What follows belongs to an exercise in optimizing a design on an open flow for small area and a short achievable clock period; a production flow would make more cautious choices. No functional check of the RTL was part of any run shown here. Power figures rest on the tool's default switching activity, not on a simulated workload.

## flow/design.v (module list and top-level ports; edited modules follow where they fit)
// module add4rpl: 23 lines
// module addsub8: 34 lines
// module alu_log: 23 lines
// module bcd_adj: 52 lines
// module m6502alu: 80 lines
// module rg8l: 19 lines
// module rg8l2: 28 lines
// module s_reg: 41 lines
// module prog_cnt: 71 lines
// module mx81_8: 64 lines
// module adl_mux: 28 lines
// module adh_mux: 25 lines
// module op_dcd: 1147 lines
// module m6502_org: 136 lines
module m6502_org (clk, addr, dataenb, datai, datao, irq_n, nmi_n, sob_n, res_n,
   rdy, vpa, sync, we_n);
  // ...
==> flow/run.sh <==
#!/bin/bash
# synth_recipe.tcl (not shown) runs the flow's synth.tcl, then flattens the netlist and writes it again
# the make line also repeats each setting of config.mk as NAME=value (left out here)
make -C /OpenROAD-flow-scripts/flow DESIGN_CONFIG=/design/flow/config.mk WORK_HOME=/design/flow/orfs CLKGATE_MAP_FILE= SYNTH_SCRIPT=/design/flow/synth_recipe.tcl finish
==> flow/config.mk <==
export PLATFORM = sky130hd
export DESIGN_NAME = m6502_org
export DESIGN_NICKNAME = m6502_org
export VERILOG_FILES = /design/flow/design.v
export SDC_FILE = /design/flow/constraint.sdc
export NUM_CORES = 4
export LEC_CHECK = 0
export ABC_AREA = 1
export CAP_MARGIN = 20
export CORE_MARGIN = 2
export CORE_UTILIZATION = 40
export SLEW_MARGIN = 20
==> flow/constraint.sdc <==
create_clock -name core_clock -period 14.0 [get_ports {clk}]
set_input_delay 2.8000 -clock core_clock [delete_from_list [all_inputs] [get_ports {clk}]]
set_output_delay 2.8000 -clock core_clock [all_outputs]
set_load 0.01 [all_outputs]
==> impl_metrics.toml, run 1 <==
[worst_hold_path]
whs_path_depth = 0

[setup_path]
slowest_delay_ns = 0.75
crit_end = "datao[7]"
worstSetupPathType = "reg2out"
crit_arrival_ns = 5.67

[final_layout]
n_antenna_cell = 0
nClkBuffers = 17
final_cell_area_mm2 = 0.0131
multiInputGateArea_mm2 = 0.00687
final_util = 0.453

[clock_network]
cts_buffers = 17
ctsRootBufferMaster = "clkbuf_16"
cts.sinks = 141

[detailed_routing]
wl_met1_mm = 21.9
drtAntennaViolNets = 0
wl_per_cell_um = 23.2
drt_iter0_markers = 1956

[power]
p_int_mw = 1.14
seq_cell_power_mw = 0.635
ir_worst_vdd_uv = 88.8
p_sw_frac = 0.450

[floorplan]
initial_utilization = 0.407
ios = 42
design.die.area_mm2 = 0.0306
die_h_um = 175

[synthesis]
yosys.area_share.adder = 0.0316
synth_area_per_cell_um2 = 6.63
yosys.area_share.simple = 0.342
ys_seq_area_frac = 0.321
synth-xor-area-share = 0.0415

[timing]
skew_ns = 0.0155
slew_viol_final = 0
setup_tns_ns = 0

[run_status]
status = "finished clean"
==> inputs of run 2 (changes only) <==
--- a/flow/config.mk
+++ b/flow/config.mk
@@ -6,7 +6,7 @@
 export NUM_CORES = 4
 export LEC_CHECK = 0
 export ABC_AREA = 1
-export CAP_MARGIN = 20
+export CAP_MARGIN = 60
 export CORE_MARGIN = 2
 export CORE_UTILIZATION = 40
-export SLEW_MARGIN = 20
+export SLEW_MARGIN = 60
==> impl_metrics.toml, run 2 <==
[synthesis]
ys_ff_latch = 141
syn_inst = 1765
ys_top_cells_by_area = "edfxtp_1 24%, nand2_1 14%, dfxtp_1 8.2%, nor2_1 7.7%, inv_1 6.7%"
async_flop_share = 0
synth_top_area_frac = 0.239
synth_top_cell_by_area = "edfxtp_1"
syn_nets = 1808
ys_seq_area_frac = 0.321
synth.most_common_cell = "nand2_1"
syn_area_mm2 = 0.0117
yosysUniqueCellTypes = 64
synth-edff-count = 93
synth_area_per_cell_um2 = 6.63
ys_top_cells_by_count = "450 x nand2_1, 240 x nor2_1, 209 x inv_1, 133 x o21ai_0, 119 x nand3_1"
yosysWarnings = 3
synthFlopType = "edfxtp_1"

[power]
power_density_mw_per_mm2 = 158
leakage_nw = 5.85
ir_worst_vdd_uv = 79.5

[setup_path]
endpoint_kind = "output port"
worstReg2RegEnd = "jreg[7]"
cp_max_fo = 12
crit_path_start_kind = "register"
crit_arrival_ns = 5.38
worstSetupPathType = "reg2out"
reg2reg_slack_ns = 9.34
worstPathRequired_ns = 11.20
rr_worst_depth = 25
crit-reg2reg-launch = "alu_ctl[0]"

[timing]
final-setup-viol-count = 0
slew_viol_final = 0
rsz0062_at_grt = "false"
hold_violations = 0
slew-limit-headroom = 0.586
period_minus_slack_ns = 8.18
tightest_slew_ns = 0.615
fmax_mhz = 122
setup_tns_ns = 0
period_share = 0.585
fin_ws_ns = 5.82
skew_ns = 0.0208

[final_layout]
top_regs = "pc (16), alu_ctl (12)"
area.growth.synth_to_final_pct = 12.3
regMostFlops = "pc"
nNetsFinal = 1842
drive_above_1_share = 0.0800
n_antenna_cell = 0
mostFrequentLayoutCells = "448 x nand2_1, 234 x nor2_1, 206 x inv_1"
mostFrequentLayoutCell = "nand2_1"
largest_reg_flops = 16

[clock_network]
path_clk_slew_ns = 0.07
cts.htree.levels = 4
clock_path_buffers = 2
cts.sinks = 141
postCtsSetupBuffers = 0
ctsRootBufferMaster = "clkbuf_16"
cts_tree = "built"
cts-resized-gates = 0
cts_buffers = 17
cts.hold.buffers_added = 0
clock_latency_ns = 0.45

[detailed_routing]
dr.pass1.iters = 6
dr_total_vias = 13123
drc_errors = 0
routed_via_density = 5.98
wl_per_cell_um = 23.2
wl_mm = 50.9
drtAntennaViolNets = 0
drt_iter0_markers = 1858

[worst_hold_path]
min_to = "nmi2"
worstHoldPathType = "reg2reg"
hp-start = "nmi1"
whs_path_depth = 0

[floorplan]
ios = 42
initial_utilization = 0.407
core.rowCount = 62
die_x_um = 175
die_h_um = 175
design.die.area_mm2 = 0.0306
core_area_mm2 = 0.0288

[global_route]
antenna_found_initial = 0
grt_pass1_wl_mm = 76.3
grt_use_total = 0.332
grt-ovfl-total = 0
grt_max_degree = 44
first_global_vias = 12137

[run]
maxCapViolCount = 0

[place]
gp_congestion = 1.05
port_buffers = 41
post-dp-hpwl_mm = 40.4
place_ws_ns = 6.33

[run_status]
status = "finished clean"
-- run 2: changes by cell type in the layout (fill, tap and decap cells not counted), sizes merged --
cell,previous run,this run
clkinvlp,1,0
clkbuf,17,18
inv,237,240
clkinv,9,8
bufinv,2,0
buf,11,17
-- run 2: critical path, cell delays in order (launching register included) --
cell and delay (ns):
edfxtp_1 0.54, inv_1 0.39, nand3_1 0.15, nand2_1 0.09
nand2_1 0.05, nand2_1 0.10, inv_1 0.05, ha_1 0.18
or2_2 0.30, xor2_1 0.18, ha_1 0.19, inv_1 0.05
ha_1 0.13, inv_1 0.05, nor2_1 0.37, ha_1 0.23
o21ai_1 0.06, nand3_1 0.18, nand2_1 0.15, nand2_1 0.09
nand3_1 0.06, nand2_1 0.10, nand3_1 0.19, nand2_1 0.18
nand2_1 0.17, inv_1 0.16, clkdlybuf4s50_1 0.55
-- run 2: cell families after synthesis --
family | after synthesis | share of synthesized area
AND/OR/NAND/NOR | 926 | 0.342
AO/OA/AOI/OAI | 341 | 0.170
buffers and inverters | 276 | 0.0936
flip-flops | 141 | 0.321
XOR/XNOR | 52 | 0.0415
adder cells (fa/ha/maj) | 29 | 0.0316
-- run 2: cell type report --
type                       instances  area [um2]
clock buffer                      18         450
multi-input combinational       1348        6950
inverter                         234         883
fill                            3054       15600
tap                              384         480
timing repair buffer              57         522
clock inverter                    14         116
sequential                       141        3750
-- run 2: worst max path at each step --
stage	startpoint	end	slack, ns	cells after the start
final	alu_ctl[0]	datao[7]	5.82	26
after floorplan	alu_ctl[7]	addr[15]	7.82	26
after detailed placement	alu_ctl[0]	datao[7]	6.33	26
after global placement	alu_ctl[0]	datao[7]	6.14	25
after global routing	alu_ctl[0]	addr[13]	5.40	26
after CTS	alu_ctl[0]	datao[7]	5.85	26
-- run 2: stage by stage --
step | cells | cell area [um2] | power [mW] | utilization | hold slack, ns
finish | 2196 | 13200 | 2.07 | 0.457 | 0.354
global route | 2196 | 13200 | 2.20 | 0.457 | 0.364
CTS | 2194 | 13100 | 2.05 | 0.456 | 0.358
detailed placement | 2162 | 12600 | 1.60 | 0.436 | 0.343
global placement | 2158 | 12500 | 1.59 | 0.433 | 0.346
floorplan | 1765 | 11700 | 1.25 | - | 0.331
-- run 2: where the power goes --
part / switching (mW) / internal [mW]
Clock: 0.214 / 0.244
Combinational: 0.657 / 0.327
Sequential: 0.0773 / 0.555
-- run 2: routing by layer --
layer | routed length, um | track usage | up-vias
met2 | 21900 | 0.502 | 816
met3 | 5220 | 0.0548 | 104
met5 | 0 | 0 | -
met1 | 22000 | 0.477 | 6235
li1 | - | - | 5968
met4 | 1770 | 0.114 | 0

re-timing with driven ports:
The flow's constraints put no driver on any port. The routed layouts listed below were extracted and timed again, unchanged, in two steps. Step 1, drivers: a clkbuf_16 drives clk and a buf_2 each remaining input, both assumed. Step 2 also shifts input and output timing later by t, the mid clock arrival at the registers, as if the neighbouring blocks saw the same clock. Three values: ideal ports, drivers, drivers and shift; two values: the first two.
| run | t, ns | setup slack, ns | hold slack, ns | worst register clock-pin slew, ns |
|---|---|---|---|---|
| run 1 | 0.488 | 5.528 / 5.477 / 5.966 | 0.357 / 0.357 / 0.357 | 0.07 / 0.07 |
| run 2 | 0.489 | 5.816 / 5.764 / 6.253 | 0.354 / 0.354 / 0.354 | 0.08 / 0.08 |
After both steps every run listed still meets setup and hold.
